Context: an optimization exercise on an open-source flow, tuned for small area, a short achievable clock period and few clock cycles. The choices shown serve that exercise and are no tape-out recipe. Where RTL was checked, it was by simulation tests only, not by an equivalence proof against the original. Power is estimated from default activity; no workload was simulated.

== job 101 ==
## mips_div
module mips_div(
    input         div_clk,
    input         resetn,
    input         div_signed,
    input         div,
    input  [31:0] x,
    input  [31:0] y,
    output [31:0] s,       
    output [31:0] r,       
    output        complete
);
    localparam ST_IDLE = 2'd0, ST_LZ = 2'd1, ST_IT = 2'd3;
    reg [1:0]  st;
    reg        complete_r;
    reg [32:0] rem;      
    reg [31:0] dv;       
    reg [31:0] q;
    reg [4:0]  cnt;
    reg [4:0]  lzx;
    reg [5:0]  lzy;
    reg        xn, yn, sub;
    reg        first;    
    wire sx     = div_signed & x[31];
    wire sy     = div_signed & y[31];
    wire sub_in = ~(sx ^ sy);
    wire sneg   = ~sub;
    wire [30:0] ux = x[30:0] ^ x[31:1];
    wire [30:0] uy = y[30:0] ^ y[31:1];
    wire [4:0]  lx, ly;
    wire        ynz;
    lzc32 u_lzx(.v({1'b0, ux[30:1], 1'b1}), .z(lx), .nz());
    lzc32 u_lzy(.v({1'b0, uy[30:0]}), .z(ly), .nz(ynz));
    wire [6:0] kd = {1'b0, lzy} - {2'b0, lzx};
    wire [4:0] k  = kd[6] ? 5'd0 : kd[4:0];
    wire [31:0] dsh = (dv << k) | ({32{sub}} & ~({32{1'b1}} << k));
    wire [32:0] b    = {~xn, dv};
    wire [32:0] t;
    bk_add #(33) u_add(.a(rem), .b(b), .cin(sub), .s(t));
    wire [32:0] pp   = rem ^ b;
    wire [32:0] kk   = {rem[31:0] | b[31:0], sub};
    wire        zero = (pp == kk);                         
    wire        acc  = xn ? (t[32] | zero) : ~t[32];
    wire        last = (cnt == 5'd0);
    always @(posedge div_clk) begin
        if (!resetn) begin
            st         <= ST_IDLE;
  ...
For scale: ~120 flip-flops, about 11000 µm² of cells after synthesis.
==> flow/config.mk <==
export PLATFORM = sky130hd
export DESIGN_NAME = mips_div
export DESIGN_NICKNAME = mips_div
export VERILOG_FILES = /design/flow/design.v
export SDC_FILE = /design/flow/constraint.sdc
export NUM_CORES = 4
export LEC_CHECK = 0
export CAP_MARGIN = 20
export CORE_MARGIN = 2
export CORE_UTILIZATION = 40
export SETUP_SLACK_MARGIN = 5
export SLEW_MARGIN = 20
export TNS_END_PERCENT = 0
==> flow/constraint.sdc <==
create_clock -name core_clock -period 8.0 [get_ports {div_clk}]
set_input_delay 1.6000 -clock core_clock [delete_from_list [all_inputs] [get_ports {div_clk}]]
set_output_delay 1.6000 -clock core_clock [all_outputs]
set_load 0.01 [all_outputs]
standard.sh (not shown) runs the stock make flow with config.mk's settings and CLKGATE_MAP_FILE= SYNTH_SCRIPT=/design/flow/synth_recipe.tcl, a recipe that flattens the netlist after the stock synthesis.
==> flow/flow/run.sh <==
#!/bin/bash
# The standard layout (standard.sh, unchanged synthesis), except that the
# port buffers are plain buf_2 cells instead of the default delay-buffer cell.
set -euo pipefail
bash standard.sh BUFFER_PORTS_ARGS="-buffer_cell sky130_fd_sc_hd__buf_2" finish > make_finish.log 2>&1
Job 101 | status: complete | timing, DRC, antenna: pass
Edits applied to the flow inputs when going from job 101 to job 102:
==> flow/flow/run.sh <==
#!/bin/bash
# The standard layout (standard.sh, unchanged synthesis), except that:
#  - the port buffers are plain buf_2 cells instead of the default delay-buffer cell;
#  - clock tree synthesis uses clkbuf_4/clkbuf_8 and no dummy loads.
set -euo pipefail
bash standard.sh \
  BUFFER_PORTS_ARGS="-buffer_cell sky130_fd_sc_hd__buf_2" \
  CTS_ARGS="-sink_clustering_enable -repair_clock_nets -buf_list {sky130_fd_sc_hd__clkbuf_4 sky130_fd_sc_hd__clkbuf_8} -dont_use_dummy_load" \
  finish > make_finish.log 2>&1
### Flow results
Job 102 went all the way through the flow, and no timing, DRC or antenna check failed. Sequential standard cell area: job 101 vs job 102, no meaningful difference. Compare job 101 and job 102 | upper clock frequency limit higher: job 101. Compared with job 101, placement density in the core of job 102 is lower. Delta (job 102 minus job 101): detailed route wirelength on metal2 now larger; power shows a reduction of 7.9%; power share of the combinational group increased 4.7 points; wire length per cell went up by 0.13 µm.
Function was not checked in any run of this note: the RTL went through the layout flow alone.

========
Another version of the RTL of mips_div (not shown whole).
Size: ~1,500 cells after synthesis, ~120 flip-flops, roughly 130 I/O pins, roughly 11,000 um2 of cells after synthesis.
==> flow/config.mk <==
export PLATFORM = sky130hd
export DESIGN_NAME = mips_div
export DESIGN_NICKNAME = mips_div
export VERILOG_FILES = /design/flow/design.v
export SDC_FILE = /design/flow/constraint.sdc
export NUM_CORES = 4
export LEC_CHECK = 0
export CAP_MARGIN = 20
export CORE_MARGIN = 2
export CORE_UTILIZATION = 40
export SETUP_SLACK_MARGIN = 4.8
export SLEW_MARGIN = 20
export TNS_END_PERCENT = 100
==> flow/constraint.sdc <==
create_clock -name core_clock -period 8.0 [get_ports {div_clk}]
set_input_delay 1.6000 -clock core_clock [delete_from_list [all_inputs] [get_ports {div_clk}]]
set_output_delay 1.6000 -clock core_clock [all_outputs]
set_load 0.01 [all_outputs]
==> flow/flow/run.sh <==
#!/bin/bash
# The standard layout (standard.sh, unchanged synthesis), except that:
#  - the port buffers are plain buf_2 cells instead of the default delay-buffer cell;
#  - clock tree synthesis uses clkbuf_4/clkbuf_8 and no dummy loads.
set -euo pipefail
bash standard.sh \
  BUFFER_PORTS_ARGS="-buffer_cell sky130_fd_sc_hd__buf_2" \
  CTS_ARGS="-sink_clustering_enable -repair_clock_nets -buf_list {sky130_fd_sc_hd__clkbuf_4 sky130_fd_sc_hd__clkbuf_8} -dont_use_dummy_load" \
  finish > make_finish.log 2>&1
Testbench counts at the start, summed over its fixed seeds: cycles 41,434.
Edit:
SETUP_SLACK_MARGIN = 5   (was 4.8)
=> The new run finished clean; register-to-register slack gets worse by 70 ps; combinational power climbs by 10%; first-iteration DRC count rises by 30%; global-route usage went up by 1.3 points; die area does not change.

-- afterwards: timing with drivers on the ports --
Ports are ideal in the flow. The routed layouts listed here were re-timed in OpenROAD. Step 1, drivers: a clkbuf_16 drives div_clk and a buf_2 each remaining input, both assumed. Step 2 also shifts input and output timing later by t, the mid clock arrival at the registers, as if the neighbouring blocks saw the same clock. a / b / c = ideal / step 1 / step 2; a / b = the first two.
run	shift t [ns]	setup slack, ns	worst register clock-pin slew, ns
job 101	0.482	4.363 / 4.363 / 4.363	0.07 / 0.07
job 102	0.499	4.283 / 4.283 / 4.283	0.10 / 0.10
the first run of note 2	0.482	4.683 / 4.683 / 4.384	0.09 / 0.09
the second run of note 2	0.515	4.613 / 4.613 / 4.307	0.11 / 0.11
After both steps every run listed still meets setup and hold. For the second run of note 2, which loses most, drivers alone change the setup slack by 0.000 ns; drivers and shift together by -0.306 ns.
